Context: an optimization exercise on an open-source flow, tuned for small area. The choices shown serve that exercise and are no tape-out recipe.
No functional check of the RTL was part of any run shown here.
Power is estimated from default activity; no workload was simulated.

==> flow/design.v <==
module tpumac
 #(parameter BITS_AB=8,
   parameter BITS_C=16)
  (
   input clk, rst_n, WrEn, en,
   input signed [BITS_AB-1:0] Ain,
   input signed [BITS_AB-1:0] Bin,
   input signed [BITS_C-1:0] Cin,
   output reg signed [BITS_AB-1:0] Aout,
   output reg signed [BITS_AB-1:0] Bout,
   output reg signed [BITS_C-1:0] Cout
  );
  wire ld0, ag1, ag2, ag3, ag4, ag5, ag6, ag7, ag8, bg9, bg10, bg11, bg12, bg13, bg14, bg15;
  wire bg16, mn17, mn18, mn19, mn20, mn21, mn22, mn23, mn24, mn25, mn26, mn27, mn28, mn29, mn30, mn31;
  wire mn32, pp33, pp34, pp35, pp36, pp37, pp38, pp39, pp40, pp41, pp42, pp43, pp44, pp45, pp46, pp47;
  wire pp48, pp49, pp50, pp51, pp52, pp53, pp54, pp55, pp56, pp57, pp58, pp59, pp60, pp61, pp62, pp63;
  wire pp64, pp65, pp66, pp67, pp68, pp69, pp70, pp71, pp72, pp73, pp74, pp75, pp76, pp77, pp78, pp79;
  wire pp80, pp81, pp82, pp83, pp84, pp85, pp86, pp87, pp88, pp89, pp90, pp91, pp92, pp93, pp94, pp95;
  wire pp96, pp97, s98, hc99, f100, f101, s102, hc103, f104, f105, f106, f107, s108, hc109, f110, f111;
  wire f112, f113, f114, f115, s116, hc117, f118, f119, f120, f121, f122, f123, f124, f125, s126, hc127;
  wire f128, f129, f130, f131, f132, f133, f134, f135, f136, f137, f138, f139, f140, f141, f142, f143;
  wire f144, f145, f146, f147, hs148, hc149, f150, f151, f152, f153, f154, f155, f156, f157, f158, f159;
  wire f160, f161, f162, f163, f164, f165, f166, f167, f168, f169, f170, f171, f172, f173, f174, f175;
  wire hs176, hc177, f178, f179, f180, f181, f182, f183, f184, f185, f186, f187, f188, f189, hs190, hc191;
  wire f192, f193, f194, f195, f196, f197, f198, f199, f200, f201, hs202, hc203, f204, f205, f206, f207;
  wire f208, f209, f210, f211, hs212, hc213, f214, f215, f216, f217, f218, f219, hs220, hc221, f222, f223;
  wire f224, f225, hs226, hc227, f228, f229, f230, f231, f232, f233, g234, t235, p236, g237, t238, p239;
  wire i240, g241, t242, p243, g244, t245, p246, g247, t248, p249, g250, t251, p252, g253, t254, p255;
  wire g256, t257, p258, i259, i260, G261, T262, G263, T264, G265, T266, i267, G268, T269, G270, i271;
  wire G272, i273, G274, i275, T276, G277, T278, i279, G280, T281, G282, i283, G284, G285, G286, i287;
  wire G288, G289, G290, s291, s292, s293, s294, s295, s296, s297, s298, s299, s300;
  assign ld0 = en & WrEn;
  assign ag1 = Ain[0] & en;
  assign ag2 = Ain[1] & en;
  assign ag3 = Ain[2] & en;
  assign ag4 = Ain[3] & en;
  assign ag5 = Ain[4] & en;
  assign ag6 = Ain[5] & en;
  assign ag7 = Ain[6] & en;
  assign ag8 = Ain[7] & en;
  assign bg9 = ~WrEn & Bin[0];
  assign bg10 = ~WrEn & Bin[1];
  assign bg11 = ~WrEn & Bin[2];
  assign bg12 = ~WrEn & Bin[3];
  assign bg13 = ~WrEn & Bin[4];
  assign bg14 = ~WrEn & Bin[5];
  assign bg15 = ~WrEn & Bin[6];
  assign bg16 = ~WrEn & Bin[7];
  assign mn17 = ~(ld0 ? Cin[0] : Cout[0]);
  assign mn18 = ~(ld0 ? Cin[1] : Cout[1]);
  assign mn19 = ~(ld0 ? Cin[2] : Cout[2]);
  assign mn20 = ~(ld0 ? Cin[3] : Cout[3]);
  assign mn21 = ~(ld0 ? Cin[4] : Cout[4]);
  assign mn22 = ~(ld0 ? Cin[5] : Cout[5]);
  assign mn23 = ~(ld0 ? Cin[6] : Cout[6]);
  assign mn24 = ~(ld0 ? Cin[7] : Cout[7]);
  assign mn25 = ~(ld0 ? Cin[8] : Cout[8]);
  assign mn26 = ~(ld0 ? Cin[9] : Cout[9]);
  assign mn27 = ~(ld0 ? Cin[10] : Cout[10]);
  assign mn28 = ~(ld0 ? Cin[11] : Cout[11]);
  assign mn29 = ~(ld0 ? Cin[12] : Cout[12]);
  assign mn30 = ~(ld0 ? Cin[13] : Cout[13]);
  assign mn31 = ~(ld0 ? Cin[14] : Cout[14]);
  assign mn32 = ~(ld0 ? Cin[15] : Cout[15]);
  assign pp33 = ~(ag1 & bg9);
  assign pp34 = ~(ag1 & bg10);
  assign pp35 = ~(ag1 & bg11);
  assign pp36 = ~(ag1 & bg12);
  assign pp37 = ~(ag1 & bg13);
  assign pp38 = ~(ag1 & bg14);
  assign pp39 = ~(ag1 & bg15);
  assign pp40 = ag1 & bg16;
  assign pp41 = ~(ag2 & bg9);
  assign pp42 = ~(ag2 & bg10);
  assign pp43 = ~(ag2 & bg11);
  assign pp44 = ~(ag2 & bg12);
  assign pp45 = ~(ag2 & bg13);
  assign pp46 = ~(ag2 & bg14);
  assign pp47 = ~(ag2 & bg15);
  assign pp48 = ag2 & bg16;
  assign pp49 = ~(ag3 & bg9);
  assign pp50 = ~(ag3 & bg10);
  assign pp51 = ~(ag3 & bg11);
  assign pp52 = ~(ag3 & bg12);
  assign pp53 = ~(ag3 & bg13);
  assign pp54 = ~(ag3 & bg14);
  assign pp55 = ~(ag3 & bg15);
  assign pp56 = ag3 & bg16;
  assign pp57 = ~(ag4 & bg9);
  assign pp58 = ~(ag4 & bg10);
  assign pp59 = ~(ag4 & bg11);
  assign pp60 = ~(ag4 & bg12);
  assign pp61 = ~(ag4 & bg13);
  assign pp62 = ~(ag4 & bg14);
  assign pp63 = ~(ag4 & bg15);
  assign pp64 = ag4 & bg16;
  assign pp65 = ~(ag5 & bg9);
  assign pp66 = ~(ag5 & bg10);
  assign pp67 = ~(ag5 & bg11);
  assign pp68 = ~(ag5 & bg12);
  assign pp69 = ~(ag5 & bg13);
  assign pp70 = ~(ag5 & bg14);
  assign pp71 = ~(ag5 & bg15);
  assign pp72 = ag5 & bg16;
  assign pp73 = ~(ag6 & bg9);
  assign pp74 = ~(ag6 & bg10);
  assign pp75 = ~(ag6 & bg11);
  assign pp76 = ~(ag6 & bg12);
  assign pp77 = ~(ag6 & bg13);
  assign pp78 = ~(ag6 & bg14);
  assign pp79 = ~(ag6 & bg15);
  assign pp80 = ag6 & bg16;
  assign pp81 = ~(ag7 & bg9);
  assign pp82 = ~(ag7 & bg10);
  assign pp83 = ~(ag7 & bg11);
  assign pp84 = ~(ag7 & bg12);
  assign pp85 = ~(ag7 & bg13);
  assign pp86 = ~(ag7 & bg14);
  assign pp87 = ~(ag7 & bg15);
  assign pp88 = ag7 & bg16;
  assign pp89 = ag8 & bg9;
  assign pp90 = ag8 & bg11;
  assign pp91 = ag8 & bg12;
  assign pp92 = ag8 & bg13;
  assign pp93 = ag8 & bg14;
  assign pp94 = ag8 & bg15;
  assign pp95 = ~(ag8 & bg16);
  assign pp96 = ~(ag8 & bg10);
  assign pp97 = ag8 & bg10;
  assign s98 = pp33 ^ mn17;
  assign hc99 = pp33 | mn17;
  assign f100 = pp34 ^ pp41 ^ mn18;
  assign f101 = (pp34 & pp41) | (pp34 & mn18) | (pp41 & mn18);
  assign s102 = hc99 ^ f100;
  assign hc103 = hc99 | f100;
  assign f104 = pp35 ^ pp42 ^ pp49;
  assign f105 = (pp35 & pp42) | (pp35 & pp49) | (pp42 & pp49);
  assign f106 = mn19 ^ f104 ^ f101;
  assign f107 = (mn19 & f104) | (mn19 & f101) | (f104 & f101);
  assign s108 = hc103 ^ f106;
  assign hc109 = hc103 | f106;
  assign f110 = pp36 ^ pp43 ^ pp50;
  assign f111 = (pp36 & pp43) | (pp36 & pp50) | (pp43 & pp50);
  assign f112 = pp57 ^ mn20 ^ f105;
  assign f113 = (pp57 & mn20) | (pp57 & f105) | (mn20 & f105);
  assign f114 = f110 ^ f112 ^ f107;
  assign f115 = (f110 & f112) | (f110 & f107) | (f112 & f107);
  assign s116 = hc109 ^ f114;
  assign hc117 = hc109 | f114;
  assign f118 = pp37 ^ pp44 ^ pp51;
  assign f119 = (pp37 & pp44) | (pp37 & pp51) | (pp44 & pp51);
  assign f120 = pp58 ^ pp65 ^ mn21;
  assign f121 = (pp58 & pp65) | (pp58 & mn21) | (pp65 & mn21);
  assign f122 = f111 ^ f118 ^ f120;
  assign f123 = (f111 & f118) | (f111 & f120) | (f118 & f120);
  assign f124 = f113 ^ f122 ^ f115;
  assign f125 = (f113 & f122) | (f113 & f115) | (f122 & f115);
  assign s126 = hc117 ^ f124;
  assign hc127 = hc117 | f124;
  assign f128 = pp38 ^ pp45 ^ pp52;
  assign f129 = (pp38 & pp45) | (pp38 & pp52) | (pp45 & pp52);
  assign f130 = pp59 ^ pp66 ^ pp73;
  assign f131 = (pp59 & pp66) | (pp59 & pp73) | (pp66 & pp73);
  assign f132 = mn22 ^ f119 ^ f128;
  assign f133 = (mn22 & f119) | (mn22 & f128) | (f119 & f128);
  assign f134 = f130 ^ f121 ^ f132;
  assign f135 = (f130 & f121) | (f130 & f132) | (f121 & f132);
  assign f136 = f123 ^ f134 ^ f125;
  assign f137 = (f123 & f134) | (f123 & f125) | (f134 & f125);
  assign f138 = pp39 ^ pp46 ^ pp53;
  assign f139 = (pp39 & pp46) | (pp39 & pp53) | (pp46 & pp53);
  assign f140 = pp60 ^ pp67 ^ pp74;
  assign f141 = (pp60 & pp67) | (pp60 & pp74) | (pp67 & pp74);
  assign f142 = pp81 ^ mn23 ^ f129;
  assign f143 = (pp81 & mn23) | (pp81 & f129) | (mn23 & f129);
  assign f144 = f131 ^ f138 ^ f140;
  assign f145 = (f131 & f138) | (f131 & f140) | (f138 & f140);
  assign f146 = f142 ^ f133 ^ f144;
  assign f147 = (f142 & f133) | (f142 & f144) | (f133 & f144);
  assign hs148 = ~(f135 ^ f146);
  assign hc149 = f135 | f146;
  assign f150 = pp47 ^ pp54 ^ pp61;
  assign f151 = (pp47 & pp54) | (pp47 & pp61) | (pp54 & pp61);
  assign f152 = pp68 ^ pp75 ^ pp82;
  assign f153 = (pp68 & pp75) | (pp68 & pp82) | (pp75 & pp82);
  assign f154 = mn24 ^ pp40 ^ pp89;
  assign f155 = (mn24 & pp40) | (mn24 & pp89) | (pp40 & pp89);
  assign f156 = f139 ^ f141 ^ f150;
  assign f157 = (f139 & f141) | (f139 & f150) | (f141 & f150);
  assign f158 = f152 ^ f154 ^ f143;
  assign f159 = (f152 & f154) | (f152 & f143) | (f154 & f143);
  assign f160 = f145 ^ f156 ^ f158;
  assign f161 = (f145 & f156) | (f145 & f158) | (f156 & f158);
  assign f162 = f147 ^ hc149 ^ f160;
  assign f163 = (f147 & hc149) | (f147 & f160) | (hc149 & f160);
  assign f164 = pp55 ^ pp62 ^ pp69;
  assign f165 = (pp55 & pp62) | (pp55 & pp69) | (pp62 & pp69);
  assign f166 = pp76 ^ pp83 ^ pp96;
  assign f167 = (pp76 & pp83) | (pp76 & pp96) | (pp83 & pp96);
  assign f168 = mn25 ^ pp48 ^ f151;
  assign f169 = (mn25 & pp48) | (mn25 & f151) | (pp48 & f151);
  assign f170 = f153 ^ f164 ^ f166;
  assign f171 = (f153 & f164) | (f153 & f166) | (f164 & f166);
  assign f172 = f155 ^ f168 ^ f157;
  assign f173 = (f155 & f168) | (f155 & f157) | (f168 & f157);
  assign f174 = f170 ^ f159 ^ f172;
  assign f175 = (f170 & f159) | (f170 & f172) | (f159 & f172);
  assign hs176 = ~(f161 ^ f174);
  assign hc177 = f161 | f174;
  assign f178 = pp63 ^ pp70 ^ pp77;
  assign f179 = (pp63 & pp70) | (pp63 & pp77) | (pp70 & pp77);
  assign f180 = pp84 ^ mn26 ^ pp56;
  assign f181 = (pp84 & mn26) | (pp84 & pp56) | (mn26 & pp56);
  assign f182 = pp90 ^ pp97 ^ f165;
  assign f183 = (pp90 & pp97) | (pp90 & f165) | (pp97 & f165);
  assign f184 = f167 ^ f178 ^ f180;
  assign f185 = (f167 & f178) | (f167 & f180) | (f178 & f180);
  assign f186 = f169 ^ f182 ^ f171;
  assign f187 = (f169 & f182) | (f169 & f171) | (f182 & f171);
  assign f188 = f184 ^ f173 ^ f186;
  assign f189 = (f184 & f173) | (f184 & f186) | (f173 & f186);
  assign hs190 = ~(f175 ^ f188);
  assign hc191 = f175 | f188;
  assign f192 = pp71 ^ pp78 ^ pp85;
  assign f193 = (pp71 & pp78) | (pp71 & pp85) | (pp78 & pp85);
  assign f194 = mn27 ^ pp64 ^ pp91;
  assign f195 = (mn27 & pp64) | (mn27 & pp91) | (pp64 & pp91);
  assign f196 = f179 ^ f192 ^ f181;
  assign f197 = (f179 & f192) | (f179 & f181) | (f192 & f181);
  assign f198 = f194 ^ f183 ^ f185;
  assign f199 = (f194 & f183) | (f194 & f185) | (f183 & f185);
  assign f200 = f196 ^ f187 ^ f198;
  assign f201 = (f196 & f187) | (f196 & f198) | (f187 & f198);
  assign hs202 = ~(f189 ^ f200);
  assign hc203 = f189 | f200;
  assign f204 = pp79 ^ pp86 ^ mn28;
  assign f205 = (pp79 & pp86) | (pp79 & mn28) | (pp86 & mn28);
  assign f206 = pp72 ^ pp92 ^ f193;
  assign f207 = (pp72 & pp92) | (pp72 & f193) | (pp92 & f193);
  assign f208 = f195 ^ f204 ^ f206;
  assign f209 = (f195 & f204) | (f195 & f206) | (f204 & f206);
  assign f210 = f197 ^ f208 ^ f199;
  assign f211 = (f197 & f208) | (f197 & f199) | (f208 & f199);
  assign hs212 = ~(f201 ^ f210);
  assign hc213 = f201 | f210;
  assign f214 = pp87 ^ mn29 ^ pp80;
  assign f215 = (pp87 & mn29) | (pp87 & pp80) | (mn29 & pp80);
  assign f216 = pp93 ^ f205 ^ f214;
  assign f217 = (pp93 & f205) | (pp93 & f214) | (f205 & f214);
  assign f218 = f207 ^ f216 ^ f209;
  assign f219 = (f207 & f216) | (f207 & f209) | (f216 & f209);
  assign hs220 = ~(f218 ^ f211);
  assign hc221 = f218 | f211;
  assign f222 = mn30 ^ pp88 ^ pp94;
  assign f223 = (mn30 & pp88) | (mn30 & pp94) | (pp88 & pp94);
  assign f224 = f215 ^ f222 ^ f217;
  assign f225 = (f215 & f222) | (f215 & f217) | (f222 & f217);
  assign hs226 = ~(f224 ^ f219);
  assign hc227 = f224 | f219;
  assign f228 = pp95 ^ mn31 ^ f223;
  assign f229 = (pp95 & mn31) | (pp95 & f223) | (mn31 & f223);
  assign f230 = f228 ^ f225 ^ hc227;
  assign f231 = (f228 & f225) | (f228 & hc227) | (f225 & hc227);
  assign f232 = mn32 ^ f229 ^ f231;
  assign f233 = (mn32 & f229) | (mn32 & f231) | (f229 & f231);
  assign g234 = ~(hc127 | f136);
  assign t235 = ~(hc127 & f136);
  assign p236 = hc127 ^ f136;
  assign g237 = ~(hs148 | f137);
  assign t238 = ~(hs148 & f137);
  assign p239 = hs148 ^ f137;
  assign i240 = ~f162;
  assign g241 = ~(hs176 | f163);
  assign t242 = ~(hs176 & f163);
  assign p243 = hs176 ^ f163;
  assign g244 = ~(hc177 | hs190);
  assign t245 = ~(hc177 & hs190);
  assign p246 = hc177 ^ hs190;
  assign g247 = ~(hc191 | hs202);
  assign t248 = ~(hc191 & hs202);
  assign p249 = hc191 ^ hs202;
  assign g250 = ~(hs212 | hc203);
  assign t251 = ~(hs212 & hc203);
  assign p252 = hs212 ^ hc203;
  assign g253 = ~(hs220 | hc213);
  assign t254 = ~(hs220 & hc213);
  assign p255 = hs220 ^ hc213;
  assign g256 = ~(hs226 | hc221);
  assign t257 = ~(hs226 & hc221);
  assign p258 = hs226 ^ hc221;
  assign i259 = ~f230;
  assign i260 = ~f232;
  assign G261 = ~((t238 & g234) | g237);
  assign T262 = ~(t242 & i240);
  assign G263 = ~((t248 & g244) | g247);
  assign T264 = ~(t248 & t245);
  assign G265 = ~((t254 & g250) | g253);
  assign T266 = ~(t254 & t251);
  assign i267 = ~g256;
  assign G268 = ~(f230 | i267);
  assign T269 = ~(i259 & t257);
  assign G270 = ~(f162 | G261);
  assign i271 = ~g241;
  assign G272 = ~((T262 | G261) & i271);
  assign i273 = ~G263;
  assign G274 = ~((t251 & i273) | g250);
  assign i275 = ~T264;
  assign T276 = ~(t251 & i275);
  assign G277 = ~((T266 | G263) & G265);
  assign T278 = ~(T266 | T264);
  assign i279 = ~G268;
  assign G280 = ~(f232 | i279);
  assign T281 = ~(f232 | T269);
  assign G282 = ~((t245 & G272) | g244);
  assign i283 = ~G272;
  assign G284 = ~((T264 | i283) & G263);
  assign G285 = ~((T276 | i283) & G274);
  assign G286 = ~((T278 & G272) | G277);
  assign i287 = ~G286;
  assign G288 = ~((t257 & i287) | g256);
  assign G289 = ~((T269 | G286) & i279);
  assign G290 = ~((T281 & i287) | G280);
  assign s291 = p239 ^ g234;
  assign s292 = ~(i240 ^ G261);
  assign s293 = p243 ^ G270;
  assign s294 = p246 ^ G272;
  assign s295 = ~(p249 ^ G282);
  assign s296 = p252 ^ G284;
  assign s297 = p255 ^ G285;
  assign s298 = ~(p258 ^ G286);
  assign s299 = ~(i259 ^ G288);
  assign s300 = ~(i260 ^ G289);
  always @(posedge clk, negedge rst_n) begin
    if (!rst_n) begin
      Aout <= '0;
      Bout <= '0;
      Cout <= '0;
    end else begin
      if (en) begin
        Aout <= Ain;
        Bout <= Bin;
      end
      Cout <= {s300, s299, s298, s297, s296, s295, s294, s293, s292, s291, p236, s126, s116, s108, s102, s98};
    end
  end
endmodule
==> flow/flow/run.sh <==
#!/bin/bash
# Own layout flow: the standard synthesis is run unchanged (it names the registers), then
# its combinational mapping is replaced by flow/netlist.v, the same circuit as rtl/tpumac.sv
# mapped cell for cell by gen/gen.py, after checking that both have the same registers (name
# and cell type). The rest is the standard layout, with the port buffers made of buf_1.
set -euo pipefail
R=orfs/results/${FLOW_PLATFORM}/tpumac/base
bash standard.sh synth > run_synth.log 2>&1
python3 flow/swap.py "$R/1_2_yosys.v" flow/netlist.v > run_swap.log 2>&1
rm -f "$R/1_synth.odb" "$R/1_synth.sdc"
export BUFFER_PORTS_ARGS="-buffer_cell sky130_fd_sc_hd__buf_1"
bash standard.sh finish > run_finish.log 2>&1
==> flow/flow/swap.py <==
#!/usr/bin/env python3
"""swap.py STD_NETLIST NEW_NETLIST: check that NEW has exactly STD's registers (instance name and
cell type, drive strength aside) and the same ports, then write NEW over STD."""
import re, sys, shutil
std, new = sys.argv[1], sys.argv[2]
def regs(path):
    text = open(path).read()
    out = {}
    for m in re.finditer(r'(sky130_fd_sc_hd__(?:df|sdf|edf|dl|sedf)\w*?)_\d+\s+(\\\S+|\w+)\s*\(', text):
        out[m.group(2)] = m.group(1)
    ports = sorted(re.findall(r'^\s*(input|output)\s+(?:\[[^\]]*\]\s*)?([\w, ]+);', text, re.M))
    return out, text
rs, ts = regs(std)
rn, tn = regs(new)
print('standard synthesis registers:', len(rs))
print('netlist registers:', len(rn))
if rs != rn:
    for k in sorted(set(rs) | set(rn)):
        if rs.get(k) != rn.get(k):
            print('MISMATCH', k, rs.get(k), rn.get(k))
    sys.exit('register mismatch')
shutil.copyfile(new, std)
print('replaced', std)
==> flow/standard.sh <==
#!/bin/bash
# synth_recipe.tcl (not shown) runs the flow's synth.tcl, then flattens the netlist and writes it again
# the make line also repeats each setting of config.mk as NAME=value (left out here)
make -C /OpenROAD-flow-scripts/flow DESIGN_CONFIG=/design/flow/config.mk WORK_HOME=/design/flow/orfs CLKGATE_MAP_FILE= SYNTH_SCRIPT=/design/flow/synth_recipe.tcl "${@:-finish}"
==> flow/config.mk <==
export PLATFORM = sky130hd
export DESIGN_NAME = tpumac
export DESIGN_NICKNAME = tpumac
export VERILOG_FILES = /design/flow/design.v
export SDC_FILE = /design/flow/constraint.sdc
export NUM_CORES = 4
export LEC_CHECK = 0
export CAP_MARGIN = 20
export CORE_MARGIN = 2
export CORE_UTILIZATION = 40
export GPL_TIMING_DRIVEN = 0
export SLEW_MARGIN = 20
==> flow/constraint.sdc <==
create_clock -name core_clock -period 5.2 [get_ports {clk}]
set_input_delay 1.0400 -clock core_clock [delete_from_list [all_inputs] [get_ports {clk}]]
set_output_delay 1.0400 -clock core_clock [all_outputs]
set_load 0.01 [all_outputs]
Not shown: flow/flow/netlist.v
==> metrics.json, run 1 <==
{
  "post_synth_inst_count": {"value": 289},
  "hold_path.startpoint": {"value": "Bout[1]"},
  "worstReg2RegStart": {"value": "Cout[9]"},
  "drtIter0Drc": {"value": 117},
  "timing.slew.headroom": {"value": 71.7, "unit": "%"},
  "syn2layout_area_growth": {"value": 19.3, "unit": "%"},
  "rsz0062_at_grt": {"value": "no"},
  "globalRouteMet2Util": {"value": 30.6, "unit": "%"},
  "synth-warning-count": {"value": 1},
  "placedCellCount": {"value": 459},
  "worstPathBufferInverterCount": {"value": 2},
  "worstPathCellList": {"value": "buf_4 > and2_4 > mux2i_2 > fa_1 > fa_1 > fa_1 > fa_1 > xnor2_1 > nand2_1 > a21oi_1 > o21ai_0 > a21oi_2 > inv_1 > a21oi_1 > xnor2_1"},
  "n_multi_input_combinational_cell": {"value": 247},
  "start_util": {"value": 41.1, "unit": "%"},
  "critical_path_start_end_classification": {"value": "in -> reg"},
  "critical_path.startpoint": {"value": "en"},
  "run_status": {"value": "complete, no violations"},
  "fin_crit": {"value": 4.90, "unit": "ns"},
  "top_level_i_o_count": {"value": 68},
  "post-route-drc-count": {"value": 0},
  "met2_length": {"value": 3520, "unit": "um"},
  "peakVddDrop": {"value": 344, "unit": "uV"},
  "hold_path_class": {"value": "reg -> reg"},
  "hold_path_end": {"value": "Bout[1]"},
  "pwr-share-seq": {"value": 19.7, "unit": "%"},
  "route.detailed.vias_per_inst": {"value": 4.80},
  "max_cap_violations": {"value": 0},
  "top_delay_family_on_crit_path": {"value": "adder cells"},
  "flip_flop_count_of_the_largest_register_all_copies_and_words_added": {"value": 16},
  "first_global_vias": {"value": 2393},
  "p_comb": {"value": 1.28, "unit": "mW"},
  "holdWs": {"value": 0.492, "unit": "ns"},
  "critPathMaxFanout": {"value": 25},
  "tritoncts_clock_tree": {"value": "yes"},
  "number_of_logic_stages_on_the_critical_path_including_buffering": {"value": 15},
  "timing.final.setup_violations": {"value": 0},
  "mostFrequentLayoutCells": {"value": "64 x sky130_fd_sc_hd__buf_1, 63 x sky130_fd_sc_hd__nand2_1, 56 x sky130_fd_sc_hd__fa_1"},
  "cts_resized": {"value": 12},
  "power.largest_group": {"value": "combinational logic"},
  "rr_endpoint": {"value": "Cout[14]"},
  "gate_power_share": {"value": 66.2, "unit": "%"},
  "num-nonclk-inverters": {"value": 10},
  "timing.final.crit_share": {"value": 94.2, "unit": "%"},
  "required": {"value": 5.41, "unit": "ns"}
}
==> inputs of run 2 (changes only) <==
--- a/flow/flow/netlist.v
+++ b/flow/flow/netlist.v
@@ -26,7 +26,7 @@
   wire g256, t257, p258, i259, i260, G261, T262, G263, T264, G265, T266, i267, G268, T269, G270, i271;
   wire G272, i273, G274, i275, T276, G277, T278, i279, G280, T281, G282, i283, G284, G285, G286, i287;
   wire G288, G289, G290, s291, s292, s293, s294, s295, s296, s297, s298, s299, s300;
-  sky130_fd_sc_hd__and2_1 u0 (.A(en), .B(WrEn), .X(ld0));
+  sky130_fd_sc_hd__and2_4 u0 (.A(en), .B(WrEn), .X(ld0));
   sky130_fd_sc_hd__and2_1 u1 (.A(Ain[0]), .B(en), .X(ag1));
   sky130_fd_sc_hd__and2_1 u2 (.A(Ain[1]), .B(en), .X(ag2));
   sky130_fd_sc_hd__and2_1 u3 (.A(Ain[2]), .B(en), .X(ag3));
@@ -271,68 +271,72 @@
   sky130_fd_sc_hd__xnor2_1 u242 (.A(p258), .B(G286), .Y(s298));
   sky130_fd_sc_hd__xnor2_1 u243 (.A(i259), .B(G288), .Y(s299));
   sky130_fd_sc_hd__xnor2_1 u244 (.A(i260), .B(G289), .Y(s300));
+  wire rst_b;
+  sky130_fd_sc_hd__buf_2 urst (.A(rst_n), .X(rst_b));
+  wire en_b;
+  sky130_fd_sc_hd__buf_2 uen (.A(en), .X(en_b));
   wire d_Aout_0;
-  sky130_fd_sc_hd__mux2_1 u245 (.A0(Aout[0]), .A1(Ain[0]), .S(en), .X(d_Aout_0));
-  sky130_fd_sc_hd__dfrtp_1 \Aout[0]$_DFFE_PN0P_  (.CLK(clk), .D(d_Aout_0), .Q(Aout[0]), .RESET_B(rst_n));
+  sky130_fd_sc_hd__mux2_1 u245 (.A0(Aout[0]), .A1(Ain[0]), .S(en_b), .X(d_Aout_0));
+  sky130_fd_sc_hd__dfrtp_1 \Aout[0]$_DFFE_PN0P_  (.CLK(clk), .D(d_Aout_0), .Q(Aout[0]), .RESET_B(rst_b));
   wire d_Aout_1;
-  sky130_fd_sc_hd__mux2_1 u246 (.A0(Aout[1]), .A1(Ain[1]), .S(en), .X(d_Aout_1));
-  sky130_fd_sc_hd__dfrtp_1 \Aout[1]$_DFFE_PN0P_  (.CLK(clk), .D(d_Aout_1), .Q(Aout[1]), .RESET_B(rst_n));
+  sky130_fd_sc_hd__mux2_1 u246 (.A0(Aout[1]), .A1(Ain[1]), .S(en_b), .X(d_Aout_1));
+  sky130_fd_sc_hd__dfrtp_1 \Aout[1]$_DFFE_PN0P_  (.CLK(clk), .D(d_Aout_1), .Q(Aout[1]), .RESET_B(rst_b));
   wire d_Aout_2;
-  sky130_fd_sc_hd__mux2_1 u247 (.A0(Aout[2]), .A1(Ain[2]), .S(en), .X(d_Aout_2));
-  sky130_fd_sc_hd__dfrtp_1 \Aout[2]$_DFFE_PN0P_  (.CLK(clk), .D(d_Aout_2), .Q(Aout[2]), .RESET_B(rst_n));
+  sky130_fd_sc_hd__mux2_1 u247 (.A0(Aout[2]), .A1(Ain[2]), .S(en_b), .X(d_Aout_2));
+  sky130_fd_sc_hd__dfrtp_1 \Aout[2]$_DFFE_PN0P_  (.CLK(clk), .D(d_Aout_2), .Q(Aout[2]), .RESET_B(rst_b));
   wire d_Aout_3;
-  sky130_fd_sc_hd__mux2_1 u248 (.A0(Aout[3]), .A1(Ain[3]), .S(en), .X(d_Aout_3));
-  sky130_fd_sc_hd__dfrtp_1 \Aout[3]$_DFFE_PN0P_  (.CLK(clk), .D(d_Aout_3), .Q(Aout[3]), .RESET_B(rst_n));
+  sky130_fd_sc_hd__mux2_1 u248 (.A0(Aout[3]), .A1(Ain[3]), .S(en_b), .X(d_Aout_3));
+  sky130_fd_sc_hd__dfrtp_1 \Aout[3]$_DFFE_PN0P_  (.CLK(clk), .D(d_Aout_3), .Q(Aout[3]), .RESET_B(rst_b));
   wire d_Aout_4;
-  sky130_fd_sc_hd__mux2_1 u249 (.A0(Aout[4]), .A1(Ain[4]), .S(en), .X(d_Aout_4));
-  sky130_fd_sc_hd__dfrtp_1 \Aout[4]$_DFFE_PN0P_  (.CLK(clk), .D(d_Aout_4), .Q(Aout[4]), .RESET_B(rst_n));
+  sky130_fd_sc_hd__mux2_1 u249 (.A0(Aout[4]), .A1(Ain[4]), .S(en_b), .X(d_Aout_4));
+  sky130_fd_sc_hd__dfrtp_1 \Aout[4]$_DFFE_PN0P_  (.CLK(clk), .D(d_Aout_4), .Q(Aout[4]), .RESET_B(rst_b));
   wire d_Aout_5;
-  sky130_fd_sc_hd__mux2_1 u250 (.A0(Aout[5]), .A1(Ain[5]), .S(en), .X(d_Aout_5));
-  sky130_fd_sc_hd__dfrtp_1 \Aout[5]$_DFFE_PN0P_  (.CLK(clk), .D(d_Aout_5), .Q(Aout[5]), .RESET_B(rst_n));
+  sky130_fd_sc_hd__mux2_1 u250 (.A0(Aout[5]), .A1(Ain[5]), .S(en_b), .X(d_Aout_5));
+  sky130_fd_sc_hd__dfrtp_1 \Aout[5]$_DFFE_PN0P_  (.CLK(clk), .D(d_Aout_5), .Q(Aout[5]), .RESET_B(rst_b));
   wire d_Aout_6;
-  sky130_fd_sc_hd__mux2_1 u251 (.A0(Aout[6]), .A1(Ain[6]), .S(en), .X(d_Aout_6));
-  sky130_fd_sc_hd__dfrtp_1 \Aout[6]$_DFFE_PN0P_  (.CLK(clk), .D(d_Aout_6), .Q(Aout[6]), .RESET_B(rst_n));
+  sky130_fd_sc_hd__mux2_1 u251 (.A0(Aout[6]), .A1(Ain[6]), .S(en_b), .X(d_Aout_6));
+  sky130_fd_sc_hd__dfrtp_1 \Aout[6]$_DFFE_PN0P_  (.CLK(clk), .D(d_Aout_6), .Q(Aout[6]), .RESET_B(rst_b));
   wire d_Aout_7;
-  sky130_fd_sc_hd__mux2_1 u252 (.A0(Aout[7]), .A1(Ain[7]), .S(en), .X(d_Aout_7));
-  sky130_fd_sc_hd__dfrtp_1 \Aout[7]$_DFFE_PN0P_  (.CLK(clk), .D(d_Aout_7), .Q(Aout[7]), .RESET_B(rst_n));
+  sky130_fd_sc_hd__mux2_1 u252 (.A0(Aout[7]), .A1(Ain[7]), .S(en_b), .X(d_Aout_7));
+  sky130_fd_sc_hd__dfrtp_1 \Aout[7]$_DFFE_PN0P_  (.CLK(clk), .D(d_Aout_7), .Q(Aout[7]), .RESET_B(rst_b));
   wire d_Bout_0;
-  sky130_fd_sc_hd__mux2_1 u253 (.A0(Bout[0]), .A1(Bin[0]), .S(en), .X(d_Bout_0));
-  sky130_fd_sc_hd__dfrtp_1 \Bout[0]$_DFFE_PN0P_  (.CLK(clk), .D(d_Bout_0), .Q(Bout[0]), .RESET_B(rst_n));
+  sky130_fd_sc_hd__mux2_1 u253 (.A0(Bout[0]), .A1(Bin[0]), .S(en_b), .X(d_Bout_0));
+  sky130_fd_sc_hd__dfrtp_1 \Bout[0]$_DFFE_PN0P_  (.CLK(clk), .D(d_Bout_0), .Q(Bout[0]), .RESET_B(rst_b));
   wire d_Bout_1;
-  sky130_fd_sc_hd__mux2_1 u254 (.A0(Bout[1]), .A1(Bin[1]), .S(en), .X(d_Bout_1));
-  sky130_fd_sc_hd__dfrtp_1 \Bout[1]$_DFFE_PN0P_  (.CLK(clk), .D(d_Bout_1), .Q(Bout[1]), .RESET_B(rst_n));
+  sky130_fd_sc_hd__mux2_1 u254 (.A0(Bout[1]), .A1(Bin[1]), .S(en_b), .X(d_Bout_1));
+  sky130_fd_sc_hd__dfrtp_1 \Bout[1]$_DFFE_PN0P_  (.CLK(clk), .D(d_Bout_1), .Q(Bout[1]), .RESET_B(rst_b));
   wire d_Bout_2;
-  sky130_fd_sc_hd__mux2_1 u255 (.A0(Bout[2]), .A1(Bin[2]), .S(en), .X(d_Bout_2));
-  sky130_fd_sc_hd__dfrtp_1 \Bout[2]$_DFFE_PN0P_  (.CLK(clk), .D(d_Bout_2), .Q(Bout[2]), .RESET_B(rst_n));
+  sky130_fd_sc_hd__mux2_1 u255 (.A0(Bout[2]), .A1(Bin[2]), .S(en_b), .X(d_Bout_2));
+  sky130_fd_sc_hd__dfrtp_1 \Bout[2]$_DFFE_PN0P_  (.CLK(clk), .D(d_Bout_2), .Q(Bout[2]), .RESET_B(rst_b));
   wire d_Bout_3;
-  sky130_fd_sc_hd__mux2_1 u256 (.A0(Bout[3]), .A1(Bin[3]), .S(en), .X(d_Bout_3));
-  sky130_fd_sc_hd__dfrtp_1 \Bout[3]$_DFFE_PN0P_  (.CLK(clk), .D(d_Bout_3), .Q(Bout[3]), .RESET_B(rst_n));
+  sky130_fd_sc_hd__mux2_1 u256 (.A0(Bout[3]), .A1(Bin[3]), .S(en_b), .X(d_Bout_3));
+  sky130_fd_sc_hd__dfrtp_1 \Bout[3]$_DFFE_PN0P_  (.CLK(clk), .D(d_Bout_3), .Q(Bout[3]), .RESET_B(rst_b));
   wire d_Bout_4;
-  sky130_fd_sc_hd__mux2_1 u257 (.A0(Bout[4]), .A1(Bin[4]), .S(en), .X(d_Bout_4));
-  sky130_fd_sc_hd__dfrtp_1 \Bout[4]$_DFFE_PN0P_  (.CLK(clk), .D(d_Bout_4), .Q(Bout[4]), .RESET_B(rst_n));
+  sky130_fd_sc_hd__mux2_1 u257 (.A0(Bout[4]), .A1(Bin[4]), .S(en_b), .X(d_Bout_4));
+  sky130_fd_sc_hd__dfrtp_1 \Bout[4]$_DFFE_PN0P_  (.CLK(clk), .D(d_Bout_4), .Q(Bout[4]), .RESET_B(rst_b));
   wire d_Bout_5;
-  sky130_fd_sc_hd__mux2_1 u258 (.A0(Bout[5]), .A1(Bin[5]), .S(en), .X(d_Bout_5));
-  sky130_fd_sc_hd__dfrtp_1 \Bout[5]$_DFFE_PN0P_  (.CLK(clk), .D(d_Bout_5), .Q(Bout[5]), .RESET_B(rst_n));
+  sky130_fd_sc_hd__mux2_1 u258 (.A0(Bout[5]), .A1(Bin[5]), .S(en_b), .X(d_Bout_5));
+  sky130_fd_sc_hd__dfrtp_1 \Bout[5]$_DFFE_PN0P_  (.CLK(clk), .D(d_Bout_5), .Q(Bout[5]), .RESET_B(rst_b));
   wire d_Bout_6;
-  sky130_fd_sc_hd__mux2_1 u259 (.A0(Bout[6]), .A1(Bin[6]), .S(en), .X(d_Bout_6));
-  sky130_fd_sc_hd__dfrtp_1 \Bout[6]$_DFFE_PN0P_  (.CLK(clk), .D(d_Bout_6), .Q(Bout[6]), .RESET_B(rst_n));
+  sky130_fd_sc_hd__mux2_1 u259 (.A0(Bout[6]), .A1(Bin[6]), .S(en_b), .X(d_Bout_6));
+  sky130_fd_sc_hd__dfrtp_1 \Bout[6]$_DFFE_PN0P_  (.CLK(clk), .D(d_Bout_6), .Q(Bout[6]), .RESET_B(rst_b));
   wire d_Bout_7;
-  sky130_fd_sc_hd__mux2_1 u260 (.A0(Bout[7]), .A1(Bin[7]), .S(en), .X(d_Bout_7));
-  sky130_fd_sc_hd__dfrtp_1 \Bout[7]$_DFFE_PN0P_  (.CLK(clk), .D(d_Bout_7), .Q(Bout[7]), .RESET_B(rst_n));
-  sky130_fd_sc_hd__dfrtp_1 \Cout[0]$_DFF_PN0_  (.CLK(clk), .D(s98), .Q(Cout[0]), .RESET_B(rst_n));
-  sky130_fd_sc_hd__dfrtp_1 \Cout[1]$_DFF_PN0_  (.CLK(clk), .D(s102), .Q(Cout[1]), .RESET_B(rst_n));
-  sky130_fd_sc_hd__dfrtp_1 \Cout[2]$_DFF_PN0_  (.CLK(clk), .D(s108), .Q(Cout[2]), .RESET_B(rst_n));
-  sky130_fd_sc_hd__dfrtp_1 \Cout[3]$_DFF_PN0_  (.CLK(clk), .D(s116), .Q(Cout[3]), .RESET_B(rst_n));
-  sky130_fd_sc_hd__dfrtp_1 \Cout[4]$_DFF_PN0_  (.CLK(clk), .D(s126), .Q(Cout[4]), .RESET_B(rst_n));
-  sky130_fd_sc_hd__dfrtp_1 \Cout[5]$_DFF_PN0_  (.CLK(clk), .D(p236), .Q(Cout[5]), .RESET_B(rst_n));
-  sky130_fd_sc_hd__dfrtp_1 \Cout[6]$_DFF_PN0_  (.CLK(clk), .D(s291), .Q(Cout[6]), .RESET_B(rst_n));
-  sky130_fd_sc_hd__dfrtp_1 \Cout[7]$_DFF_PN0_  (.CLK(clk), .D(s292), .Q(Cout[7]), .RESET_B(rst_n));
-  sky130_fd_sc_hd__dfrtp_1 \Cout[8]$_DFF_PN0_  (.CLK(clk), .D(s293), .Q(Cout[8]), .RESET_B(rst_n));
-  sky130_fd_sc_hd__dfrtp_1 \Cout[9]$_DFF_PN0_  (.CLK(clk), .D(s294), .Q(Cout[9]), .RESET_B(rst_n));
-  sky130_fd_sc_hd__dfrtp_1 \Cout[10]$_DFF_PN0_  (.CLK(clk), .D(s295), .Q(Cout[10]), .RESET_B(rst_n));
-  sky130_fd_sc_hd__dfrtp_1 \Cout[11]$_DFF_PN0_  (.CLK(clk), .D(s296), .Q(Cout[11]), .RESET_B(rst_n));
-  sky130_fd_sc_hd__dfrtp_1 \Cout[12]$_DFF_PN0_  (.CLK(clk), .D(s297), .Q(Cout[12]), .RESET_B(rst_n));
-  sky130_fd_sc_hd__dfrtp_1 \Cout[13]$_DFF_PN0_  (.CLK(clk), .D(s298), .Q(Cout[13]), .RESET_B(rst_n));
-  sky130_fd_sc_hd__dfrtp_1 \Cout[14]$_DFF_PN0_  (.CLK(clk), .D(s299), .Q(Cout[14]), .RESET_B(rst_n));
-  sky130_fd_sc_hd__dfrtp_1 \Cout[15]$_DFF_PN0_  (.CLK(clk), .D(s300), .Q(Cout[15]), .RESET_B(rst_n));
+  sky130_fd_sc_hd__mux2_1 u260 (.A0(Bout[7]), .A1(Bin[7]), .S(en_b), .X(d_Bout_7));
+  sky130_fd_sc_hd__dfrtp_1 \Bout[7]$_DFFE_PN0P_  (.CLK(clk), .D(d_Bout_7), .Q(Bout[7]), .RESET_B(rst_b));
+  sky130_fd_sc_hd__dfrtp_1 \Cout[0]$_DFF_PN0_  (.CLK(clk), .D(s98), .Q(Cout[0]), .RESET_B(rst_b));
+  sky130_fd_sc_hd__dfrtp_1 \Cout[1]$_DFF_PN0_  (.CLK(clk), .D(s102), .Q(Cout[1]), .RESET_B(rst_b));
+  sky130_fd_sc_hd__dfrtp_1 \Cout[2]$_DFF_PN0_  (.CLK(clk), .D(s108), .Q(Cout[2]), .RESET_B(rst_b));
+  sky130_fd_sc_hd__dfrtp_1 \Cout[3]$_DFF_PN0_  (.CLK(clk), .D(s116), .Q(Cout[3]), .RESET_B(rst_b));
+  sky130_fd_sc_hd__dfrtp_1 \Cout[4]$_DFF_PN0_  (.CLK(clk), .D(s126), .Q(Cout[4]), .RESET_B(rst_b));
+  sky130_fd_sc_hd__dfrtp_1 \Cout[5]$_DFF_PN0_  (.CLK(clk), .D(p236), .Q(Cout[5]), .RESET_B(rst_b));
+  sky130_fd_sc_hd__dfrtp_1 \Cout[6]$_DFF_PN0_  (.CLK(clk), .D(s291), .Q(Cout[6]), .RESET_B(rst_b));
+  sky130_fd_sc_hd__dfrtp_1 \Cout[7]$_DFF_PN0_  (.CLK(clk), .D(s292), .Q(Cout[7]), .RESET_B(rst_b));
+  sky130_fd_sc_hd__dfrtp_1 \Cout[8]$_DFF_PN0_  (.CLK(clk), .D(s293), .Q(Cout[8]), .RESET_B(rst_b));
+  sky130_fd_sc_hd__dfrtp_1 \Cout[9]$_DFF_PN0_  (.CLK(clk), .D(s294), .Q(Cout[9]), .RESET_B(rst_b));
+  sky130_fd_sc_hd__dfrtp_1 \Cout[10]$_DFF_PN0_  (.CLK(clk), .D(s295), .Q(Cout[10]), .RESET_B(rst_b));
+  sky130_fd_sc_hd__dfrtp_1 \Cout[11]$_DFF_PN0_  (.CLK(clk), .D(s296), .Q(Cout[11]), .RESET_B(rst_b));
+  sky130_fd_sc_hd__dfrtp_1 \Cout[12]$_DFF_PN0_  (.CLK(clk), .D(s297), .Q(Cout[12]), .RESET_B(rst_b));
+  sky130_fd_sc_hd__dfrtp_1 \Cout[13]$_DFF_PN0_  (.CLK(clk), .D(s298), .Q(Cout[13]), .RESET_B(rst_b));
+  sky130_fd_sc_hd__dfrtp_1 \Cout[14]$_DFF_PN0_  (.CLK(clk), .D(s299), .Q(Cout[14]), .RESET_B(rst_b));
+  sky130_fd_sc_hd__dfrtp_1 \Cout[15]$_DFF_PN0_  (.CLK(clk), .D(s300), .Q(Cout[15]), .RESET_B(rst_b));
 endmodule
==> run 2 against run 1 <==
Still clean. Via count rose by 0.75%. Worst hold slack lost 0.0057 ns. Die area up 0.39%. Critical path type unchanged.
==> metrics.json, run 2 <==
{
  "cp-start-kind": {"value": "input pin", "change": "unchanged"},
  "first_global_vias": {"value": 2426, "change": "was 2393"},
  "fp.dieArea": {"value": 0.00871, "unit": "mm2", "change": "was 0.00868 mm2"},
  "critical-path-slowest-cell": {"value": "sky130_fd_sc_hd__fa_1", "change": "unchanged"},
  "port_buffers": {"value": 66, "change": "was 67"},
  "run_status": {"value": "complete, no violations", "change": "unchanged"},
  "pwr-share-seq": {"value": 19.7, "unit": "%", "change": "about the same"},
  "registers.top_by_ff_count": {"value": "Cout", "change": "unchanged"},
  "wl_per_instance": {"value": 14.6, "unit": "um", "change": "was 14.5 um"},
  "detail-route-antenna-nets": {"value": 0, "change": "unchanged"},
  "tightest_slew": {"value": 0.756, "unit": "ns", "change": "was 0.424 ns"},
  "row_count": {"value": 32, "change": "unchanged"},
  "timing.final.setup_violations": {"value": 0, "change": "unchanged"},
  "clk_path_buf_depth": {"value": 2, "change": "unchanged"},
  "post_route_cells_drive_above_1_share": {"value": 6.50, "unit": "%", "change": "was 7.57%"},
  "top_level_i_o_count": {"value": 68, "change": "unchanged"},
  "mostFrequentLayoutCells": {"value": "65 x sky130_fd_sc_hd__buf_1, 63 x sky130_fd_sc_hd__nand2_1, 56 x sky130_fd_sc_hd__fa_1", "change": "was 64 x sky130_fd_sc_hd__buf_1, 63 x sky130_fd_sc_hd__nand2_1, 56 x sky130_fd_sc_hd__fa_1"},
  "clkPwrFrac": {"value": 14.1, "unit": "%", "change": "about the same"},
  "timing.final.crit_share": {"value": 93.2, "unit": "%", "change": "was 94.2%"},
  "hold_path_class": {"value": "reg -> reg", "change": "unchanged"},
  "clock_skew": {"value": 0.00927, "unit": "ns", "change": "was 0.00533 ns"},
  "routabilityCongestion": {"value": 0.840, "change": "was 0.816"},
  "critical_path_start_end_classification": {"value": "in -> reg", "change": "unchanged"},
  "timing.slew.headroom": {"value": 49.6, "unit": "%", "change": "was 71.7%"},
  "fin_nets": {"value": 460, "change": "was 461"},
  "worstPathCellList": {"value": "buf_1 > and2b_1 > nand2_1 > fa_1 > fa_1 > fa_1 > fa_1 > fa_1 > nor2_1 > a21oi_1 > o21ai_2 > a21oi_2 > inv_1 > a21oi_1 > xnor2_1", "change": "was buf_4 > and2_4 > mux2i_2 > fa_1 > fa_1 > fa_1 > fa_1 > xnor2_1 > nand2_1 > a21oi_1 > o21ai_0 > a21oi_2 > inv_1 > a21oi_1 > xnor2_1"},
  "start_util": {"value": 41.3, "unit": "%", "change": "was 41.1%"},
  "largestRegisters": {"value": "Cout (16), Aout (8), Bout (8)", "change": "unchanged"},
  "tritoncts_num_sinks": {"value": 32, "change": "unchanged"},
  "postLayoutCellArea": {"value": 0.00375, "unit": "mm2", "change": "was 0.00379 mm2"},
  "clock_tree.root_cell": {"value": "sky130_fd_sc_hd__clkbuf_8", "change": "unchanged"},
  "mostFrequentLayoutCell": {"value": "sky130_fd_sc_hd__buf_1", "change": "unchanged"},
  "timing.critical_path.to_type": {"value": "flop", "change": "unchanged"},
  "final.fill_count": {"value": 727, "change": "was 747"},
  "timing_max_transition_violations_final": {"value": 0, "change": "unchanged"},
  "syn2layout_area_growth": {"value": 17.6, "unit": "%", "change": "was 19.3%"},
  "route.vias.total": {"value": 2281, "change": "was 2264"},
  "worst-endpoint-arrival": {"value": 5.06, "unit": "ns", "change": "was 5.11 ns"},
  "synth.avg_cell_area": {"value": 11.0, "unit": "um2", "change": "about the same"},
  "grt_pass1_wl": {"value": 11500, "unit": "um", "change": "was 11400 um"},
  "synth-warning-count": {"value": 1, "change": "unchanged"},
  "post_synth_instance_area": {"value": 0.00319, "unit": "mm2", "change": "was 0.00318 mm2"},
  "grt_start_max_net_pins": {"value": 33, "change": "was 26"},
  "flip_flop_count_of_the_largest_register_all_copies_and_words_added": {"value": 16, "change": "unchanged"},
  "post-route-drc-count": {"value": 0, "change": "unchanged"},
  "post-dp-hpwl": {"value": 5380, "unit": "um", "change": "was 5420 um"},
  "grt.total_usage": {"value": 17.2, "unit": "%", "change": "about the same"},
  "hold_violations": {"value": 0, "change": "unchanged"},
  "worst_path_largest_cell_delay": {"value": 0.53, "unit": "ns", "change": "was 0.52 ns"},
  "fin_crit": {"value": 4.84, "unit": "ns", "change": "was 4.90 ns"},
  "finalWorstSetupSlack": {"value": 0.356, "unit": "ns", "change": "was 0.302 ns"},
  "worstPathBufferInverterCount": {"value": 2, "change": "unchanged"},
  "dpl_cell_area": {"value": 0.00357, "unit": "mm2", "change": "was 0.00359 mm2"},
  "pre_cts_worst_setup_slack": {"value": -0.400, "unit": "ns", "change": "was -1.61 ns"},
  "route.detailed.vias_per_inst": {"value": 4.84, "change": "was 4.80"},
  "tritoncts_clock_tree": {"value": "yes", "change": "unchanged"},
  "total_switching_power": {"value": 862, "unit": "uW", "change": "was 861 uW"},
  "cellInternalPower": {"value": 1.07, "unit": "mW", "change": "was 1.08 mW"},
  "power.leakage": {"value": 1.34, "unit": "nW", "change": "was 1.35 nW"},
  "synthesis.nets": {"value": 383, "change": "was 381"},
  "peakVddDrop": {"value": 371, "unit": "uV", "change": "was 344 uV"},
  "path_common_cell": {"value": "sky130_fd_sc_hd__fa_1", "change": "unchanged"},
  "drt_first_pass_iters": {"value": 4, "change": "unchanged"},
  "fp.dieW": {"value": 93.3, "unit": "um", "change": "was 93.2 um"},
  "max_clock_freq": {"value": 0.206, "unit": "GHz", "change": "was 0.204 GHz"},
  "top_delay_family_on_crit_path": {"value": "adder cells", "change": "unchanged"},
  "drtIter0Drc": {"value": 98, "change": "was 117"},
  "post_synth_inst_count": {"value": 291, "change": "was 289"},
  "grt_antenna_before_repair": {"value": 0, "change": "unchanged"},
  "worst_setup_hold_path_clk_slew": {"value": 0.08, "unit": "ns", "change": "was 0.07 ns"},
  "total_power_divided_by_cell_area": {"value": 515, "unit": "mW/mm2", "change": "was 510 mW/mm2"},
  "routed_wl": {"value": 6880, "unit": "um", "change": "was 6840 um"},
  "cts.htree.levels": {"value": 2, "change": "unchanged"},
  "design.core.area": {"value": 0.00773, "unit": "mm2", "change": "unchanged"},
  "rsz0062_at_grt": {"value": "no", "change": "unchanged"},
  "gate_power_share": {"value": 66.2, "unit": "%", "change": "about the same"},
  "grt_overflow_total": {"value": 0, "change": "unchanged"},
  "max_cap_violations": {"value": 0, "change": "unchanged"},
  "critPathMaxFanout": {"value": 9, "change": "was 25"},
  "fp.dieH": {"value": 93.3, "unit": "um", "change": "was 93.2 um"},
  "worst_skew_pair_latency": {"value": 0.29, "unit": "ns", "change": "was 0.30 ns"},
  "switching_share": {"value": 44.6, "unit": "%", "change": "was 44.5%"},
  "required": {"value": 5.42, "unit": "ns", "change": "was 5.41 ns"},
  "antenna_diodes": {"value": 0, "change": "unchanged"},
  "cts_made_buffers": {"value": 5, "change": "unchanged"},
  "power": {"value": 1.93, "unit": "mW", "change": "was 1.94 mW"}
}
[run 2: worst paths after layout]
check | from | to | slack [ns] | depth (start not counted)
worst max-delay path | WrEn | Cout[14] | 0.36 | 15
worst min-delay path | Bout[0] | Bout[0] | 0.49 | 1
worst max register to register | Cout[9] | Cout[14] | 1.33 | 13
worst min register to register | Bout[0] | Bout[0] | 0.49 | 1
max in group asynchronous | rst_n | Cout[10] | 3.91 | 1
min in group asynchronous | rst_n | Cout[4] | 0.81 | 1
[run 2: area by class of cell]
| type | instances | area [um2] | area share (%) |
|---|---|---|---|
| plain buffers | 2 | 10.0 | 0.267 |
| clock buffers | 7 | 96.3 | 2.57 |
| clock inverters | 1 | 30.0 | 0.800 |
| inverters | 10 | 37.5 | 1.00 |
| multi-input cells | 247 | 2360 | 62.9 |
| flip-flops and latches | 32 | 801 | 21.3 |
| well taps | 102 | 128 | 3.40 |
| repair buffers | 70 | 292 | 7.76 |
[run 2: layer usage]
layer | part of all wire [%] | GRT usage (%)
met1 | 42 | 21.8
met4 | 1.5 | 4.90
met3 | 4.2 | 3.46
met5 | 0 | 0
met2 | 52 | 29.8
[run 2: timing repair]
action	CTS	global route
pin swaps	1	0
setup buffers	4	0
gates resized for setup	1	9
endpoints found under the setup margin	2	4
hold buffers	0	0
[run 2: stage by stage]
step	setup TNS [ns]	cells	hold WS (ns)	utilization [%]
floorplan	0	291	0.529	-
global placement	-1.58	459	0.469	46.2
detailed placement	-1.66	459	0.474	46.2
CTS	0	471	0.491	48.3
global route	0	471	0.509	48.6
finish	0	471	0.486	48.6
[run 2: power groups by stage]
stage | sequential (mW) | combinational (mW) | clock, mW
after global placement | 0.383 | 1.25 | 0
after global routing | 0.393 | 1.48 | 0.288
after floorplan | 0.421 | 0.983 | 0
after detailed placement | 0.386 | 1.27 | 0
final | 0.381 | 1.28 | 0.272
after CTS | 0.382 | 1.29 | 0.279
==> inputs of run 3 (changes only) <==
--- a/flow/flow/run.sh
+++ b/flow/flow/run.sh
@@ -9,4 +9,5 @@
 python3 flow/swap.py "$R/1_2_yosys.v" flow/netlist.v > run_swap.log 2>&1
 rm -f "$R/1_synth.odb" "$R/1_synth.sdc"
 export BUFFER_PORTS_ARGS="-buffer_cell sky130_fd_sc_hd__buf_1"
+export CTS_ARGS="-sink_clustering_enable -repair_clock_nets -dont_use_dummy_load -sink_clustering_size 32 -sink_clustering_max_diameter 200 -buf_list {sky130_fd_sc_hd__clkbuf_4 sky130_fd_sc_hd__clkbuf_8}"
 bash standard.sh finish > run_finish.log 2>&1
==> run 3 against run 2 <==
Final cell count down 0.64%. Sequential cell count unchanged. First-iteration DRC count down 7.1%. Clock power down 36%. Critical path depth unchanged. Die area unchanged. Area after synthesis unchanged. Combinational power about the same. Synthesized cell count unchanged. Non-clock buffer count unchanged. Worst hold slack about the same. Total power down 5.0%. Critical endpoint unchanged. Largest cell class unchanged.
==> metrics.json, run 3 <==
{
  "detail-route-antenna-nets": {"value": 0, "change": "unchanged"},
  "cts_made_buffers": {"value": 5, "change": "unchanged"},
  "grt.total_usage": {"value": 17.0, "unit": "%", "change": "was 17.2%"},
  "clkPwrFrac": {"value": 9.5, "unit": "%", "change": "was 14.1%"},
  "drtIter0Drc": {"value": 91, "change": "was 98"},
  "worstPathBufferInverterCount": {"value": 2, "change": "unchanged"},
  "rsz0062_at_grt": {"value": "no", "change": "unchanged"},
  "worst_setup_hold_path_clk_slew": {"value": 0.07, "unit": "ns", "change": "was 0.08 ns"},
  "grt_antenna_before_repair": {"value": 0, "change": "unchanged"},
  "worstReg2RegStart": {"value": "Cout[9]", "change": "unchanged"},
  "worst-endpoint-arrival": {"value": 5.06, "unit": "ns", "change": "about the same"},
  "fin_nets": {"value": 460, "change": "unchanged"},
  "multi_input_area": {"value": 0.00236, "unit": "mm2", "change": "unchanged"},
  "tritoncts_clock_tree": {"value": "yes", "change": "unchanged"},
  "largestRegisters": {"value": "Cout (16), Aout (8), Bout (8)", "change": "unchanged"},
  "clock_tree.root_cell": {"value": "sky130_fd_sc_hd__clkbuf_8", "change": "unchanged"},
  "fp.dieArea": {"value": 0.00871, "unit": "mm2", "change": "unchanged"},
  "tritoncts_num_sinks": {"value": 32, "change": "unchanged"},
  "total_switching_power": {"value": 850, "unit": "uW", "change": "was 862 uW"},
  "critPathMaxFanout": {"value": 9, "change": "unchanged"},
  "synthesis.nets": {"value": 383, "change": "unchanged"},
  "post-dp-hpwl": {"value": 5380, "unit": "um", "change": "unchanged"},
  "peakVddDrop": {"value": 372, "unit": "uV", "change": "was 371 uV"},
  "timing.critical_path.to_type": {"value": "flop", "change": "unchanged"},
  "post_synth_instance_area": {"value": 0.00319, "unit": "mm2", "change": "unchanged"},
  "synth.avg_cell_area": {"value": 11.0, "unit": "um2", "change": "unchanged"},
  "mostFrequentLayoutCells": {"value": "65 x sky130_fd_sc_hd__buf_1, 63 x sky130_fd_sc_hd__nand2_1, 56 x sky130_fd_sc_hd__fa_1", "change": "unchanged"},
  "dpl_cell_area": {"value": 0.00357, "unit": "mm2", "change": "unchanged"},
  "routabilityCongestion": {"value": 0.840, "change": "unchanged"},
  "post_synth_inst_count": {"value": 291, "change": "unchanged"},
  "fp.dieW": {"value": 93.3, "unit": "um", "change": "unchanged"},
  "cts.htree.levels": {"value": 2, "change": "unchanged"},
  "final.fill_count": {"value": 735, "change": "was 727"},
  "post_route_cells_drive_above_1_share": {"value": 5.74, "unit": "%", "change": "was 6.50%"},
  "grt_pass1_wl": {"value": 11300, "unit": "um", "change": "was 11500 um"},
  "required": {"value": 5.41, "unit": "ns", "change": "was 5.42 ns"},
  "timing.final.setup_violations": {"value": 0, "change": "unchanged"},
  "route.detailed.vias_per_inst": {"value": 4.85, "change": "was 4.84"},
  "port_buffers": {"value": 66, "change": "unchanged"},
  "total_power_divided_by_cell_area": {"value": 497, "unit": "mW/mm2", "change": "was 515 mW/mm2"},
  "antenna_diodes": {"value": 0, "change": "unchanged"},
  "clock_skew": {"value": 0.00988, "unit": "ns", "change": "was 0.00927 ns"},
  "flip_flop_count_of_the_largest_register_all_copies_and_words_added": {"value": 16, "change": "unchanged"},
  "timing.final.crit_share": {"value": 93.3, "unit": "%", "change": "was 93.2%"},
  "design.core.area": {"value": 0.00773, "unit": "mm2", "change": "unchanged"},
  "gate_power_share": {"value": 69.7, "unit": "%", "change": "was 66.2%"},
  "worst_skew_pair_latency": {"value": 0.29, "unit": "ns", "change": "about the same"},
  "timing.slew.headroom": {"value": 49.1, "unit": "%", "change": "was 49.6%"},
  "cp-start-kind": {"value": "input pin", "change": "unchanged"},
  "slack_of_the_worst_reg_to_reg_path": {"value": 1.33, "unit": "ns", "change": "about the same"},
  "power.leakage": {"value": 1.31, "unit": "nW", "change": "was 1.34 nW"},
  "run_status": {"value": "complete, no violations", "change": "unchanged"},
  "pwr-share-seq": {"value": 20.8, "unit": "%", "change": "was 19.7%"},
  "post-route-drc-count": {"value": 0, "change": "unchanged"},
  "top_level_i_o_count": {"value": 68, "change": "unchanged"},
  "critical-path-slowest-cell": {"value": "sky130_fd_sc_hd__fa_1", "change": "unchanged"},
  "start_util": {"value": 41.3, "unit": "%", "change": "unchanged"},
  "critical_path.startpoint": {"value": "WrEn", "change": "unchanged"},
  "max_cap_violations": {"value": 0, "change": "unchanged"},
  "timing_max_transition_violations_final": {"value": 0, "change": "unchanged"},
  "postLayoutCellArea": {"value": 0.00370, "unit": "mm2", "change": "was 0.00375 mm2"},
  "syn2layout_area_growth": {"value": 15.8, "unit": "%", "change": "was 17.6%"},
  "synth-warning-count": {"value": 1, "change": "unchanged"},
  "grt_overflow_total": {"value": 0, "change": "unchanged"},
  "clk_path_buf_depth": {"value": 2, "change": "unchanged"},
  "max_clock_freq": {"value": 0.206, "unit": "GHz", "change": "about the same"},
  "switching_share": {"value": 46.2, "unit": "%", "change": "was 44.6%"},
  "hold_path.startpoint": {"value": "Bout[0]", "change": "unchanged"},
  "first_global_vias": {"value": 2387, "change": "was 2426"},
  "path_common_cell": {"value": "sky130_fd_sc_hd__fa_1", "change": "unchanged"},
  "hold_path_class": {"value": "reg -> reg", "change": "unchanged"},
  "worst_path_largest_cell_delay": {"value": 0.53, "unit": "ns", "change": "about the same"},
  "fp.dieH": {"value": 93.3, "unit": "um", "change": "unchanged"},
  "registers.top_by_ff_count": {"value": "Cout", "change": "unchanged"},
  "routed_wl": {"value": 6810, "unit": "um", "change": "was 6880 um"},
  "cellInternalPower": {"value": 988, "unit": "uW", "change": "was 1.07 mW"},
  "worstPathCellList": {"value": "buf_1 > and2b_1 > nand2_1 > fa_1 > fa_1 > fa_1 > fa_1 > fa_1 > nor2_1 > a21oi_1 > o21ai_2 > a21oi_2 > inv_1 > a21oi_1 > xnor2_1", "change": "unchanged"},
  "top_delay_family_on_crit_path": {"value": "adder cells", "change": "unchanged"},
  "regArea": {"value": 801, "unit": "um2", "change": "unchanged"},
  "row_count": {"value": 32, "change": "unchanged"},
  "holdWs": {"value": 0.486, "unit": "ns", "change": "about the same"},
  "critical_path_start_end_classification": {"value": "in -> reg", "change": "unchanged"},
  "grt_start_max_net_pins": {"value": 33, "change": "unchanged"},
  "drt_first_pass_iters": {"value": 4, "change": "unchanged"},
  "fin_crit": {"value": 4.85, "unit": "ns", "change": "was 4.84 ns"},
  "wl_per_instance": {"value": 14.6, "unit": "um", "change": "about the same"},
  "route.vias.total": {"value": 2272, "change": "was 2281"},
  "hold_violations": {"value": 0, "change": "unchanged"},
  "tightest_slew": {"value": 0.764, "unit": "ns", "change": "was 0.756 ns"},
  "mostFrequentLayoutCell": {"value": "sky130_fd_sc_hd__buf_1", "change": "unchanged"}
}
[run 3: cell type report]
type                       instances  share of cell area [%]
inverter                          10                    1.02
buffer                             2                   0.271
sequential                        32                    21.7
multi-input combinational        247                    63.9
clock buffer                       5                    1.86
timing repair buffer              70                    7.88
tap                              102                    3.45
[run 3: metrics by stage]
stage / instances / TNS [ns] / utilization, % / total power [mW] / setup WS [ns]
2_1_floorplan: 291 / 0 / - / 1.40 / 0.427
3_3_place_gp: 459 / -1.58 / 46.2 / 1.63 / -0.399
3_5_place_dp: 459 / -1.66 / 46.2 / 1.65 / -0.400
4_1_cts: 468 / 0 / 47.6 / 1.86 / 0.0502
5_1_grt: 468 / 0 / 47.8 / 2.06 / 0.0120
6_report: 468 / 0 / 47.8 / 1.84 / 0.346
[run 3: worst register-to-register path, stage by stage, from the launching register on]
cell                      delay (ns)
sky130_fd_sc_hd__dfrtp_1        0.38
sky130_fd_sc_hd__mux2i_2        0.28
sky130_fd_sc_hd__fa_1           0.49
sky130_fd_sc_hd__fa_1           0.40
sky130_fd_sc_hd__fa_1           0.51
sky130_fd_sc_hd__fa_1           0.44
sky130_fd_sc_hd__xnor2_1        0.28
sky130_fd_sc_hd__nand2_1        0.11
sky130_fd_sc_hd__a21oi_1        0.22
sky130_fd_sc_hd__o21ai_0        0.13
sky130_fd_sc_hd__a21oi_2        0.18
sky130_fd_sc_hd__inv_1          0.06
sky130_fd_sc_hd__a21oi_1        0.16
sky130_fd_sc_hd__xnor2_1        0.14
[run 3: power by group through the flow]
stage | Combinational [mW] | Clock (mW) | Sequential (mW)
6_report | 1.28 | 0.175 | 0.381
3_5_place_dp | 1.27 | 0 | 0.386
4_1_cts | 1.29 | 0.184 | 0.382
2_1_floorplan | 0.983 | 0 | 0.421
5_1_grt | 1.48 | 0.191 | 0.393
3_3_place_gp | 1.25 | 0 | 0.383
[run 3: layer usage]
layer	routed length, um	GRT usage (%)	vias to the layer above
met1	2890	21.8	1139
met4	82	5.15	0
met3	342	3.63	7
met2	3500	29.0	63
met5	0	0	-
li1	-	-	1063
[run 3: path summary, 6_finish.rpt]
kind	to	cells past startpoint
max in group asynchronous	Cout[10]	1
worst min-delay path	Bout[0]	1
worst min register to register	Bout[0]	1
worst max-delay path	Cout[14]	15
min in group asynchronous	Cout[4]	1
worst max register to register	Cout[14]	13
[run 3: timing repair]
| action | 4_1_cts | 5_1_grt |
|---|---|---|
| gates resized for setup | 1 | 9 |
| hold buffers | 0 | 0 |
| pin swaps | 1 | 0 |
| setup endpoints to repair | 2 | 4 |
| buffers inserted | 4 | 0 |

-- static timing again, ports no longer ideal --
No port has a modelled driver above. Below, the same layouts with a new extraction and two added sets of constraints. Step 1: set_driving_cell puts a clkbuf_16 on clk and a buf_2 on each other input, an assumption about the parent block. Step 2 times the ports against the registers' clock, not the clock port: input delays grow and output delays shrink by t, the midpoint of the rising clock arrivals with the driver on. Slacks: ideal ports / drivers / drivers and shift; pairs: ideal ports / drivers.
run | t, ns | setup slack, ns | worst setup path at the end | latest minus earliest clock arrival (ns) | worst data-port slew with drivers (ns)
run 1 | 0.321 | 0.302 / 0.305 / -0.015 | input to register | 0.006 / 0.005 | 0.03
run 2 | 0.320 | 0.356 / 0.367 / 0.047 | input to register | 0.010 / 0.009 | 0.03
run 3 | 0.314 | 0.346 / 0.358 / 0.044 | input to register | 0.013 / 0.013 | 0.03
With both steps, setup timing fails in run 1, where it was met with ideal ports. The setup slack of run 1, which loses most, moves by +0.003 ns with the drivers and by -0.317 ns with both steps.
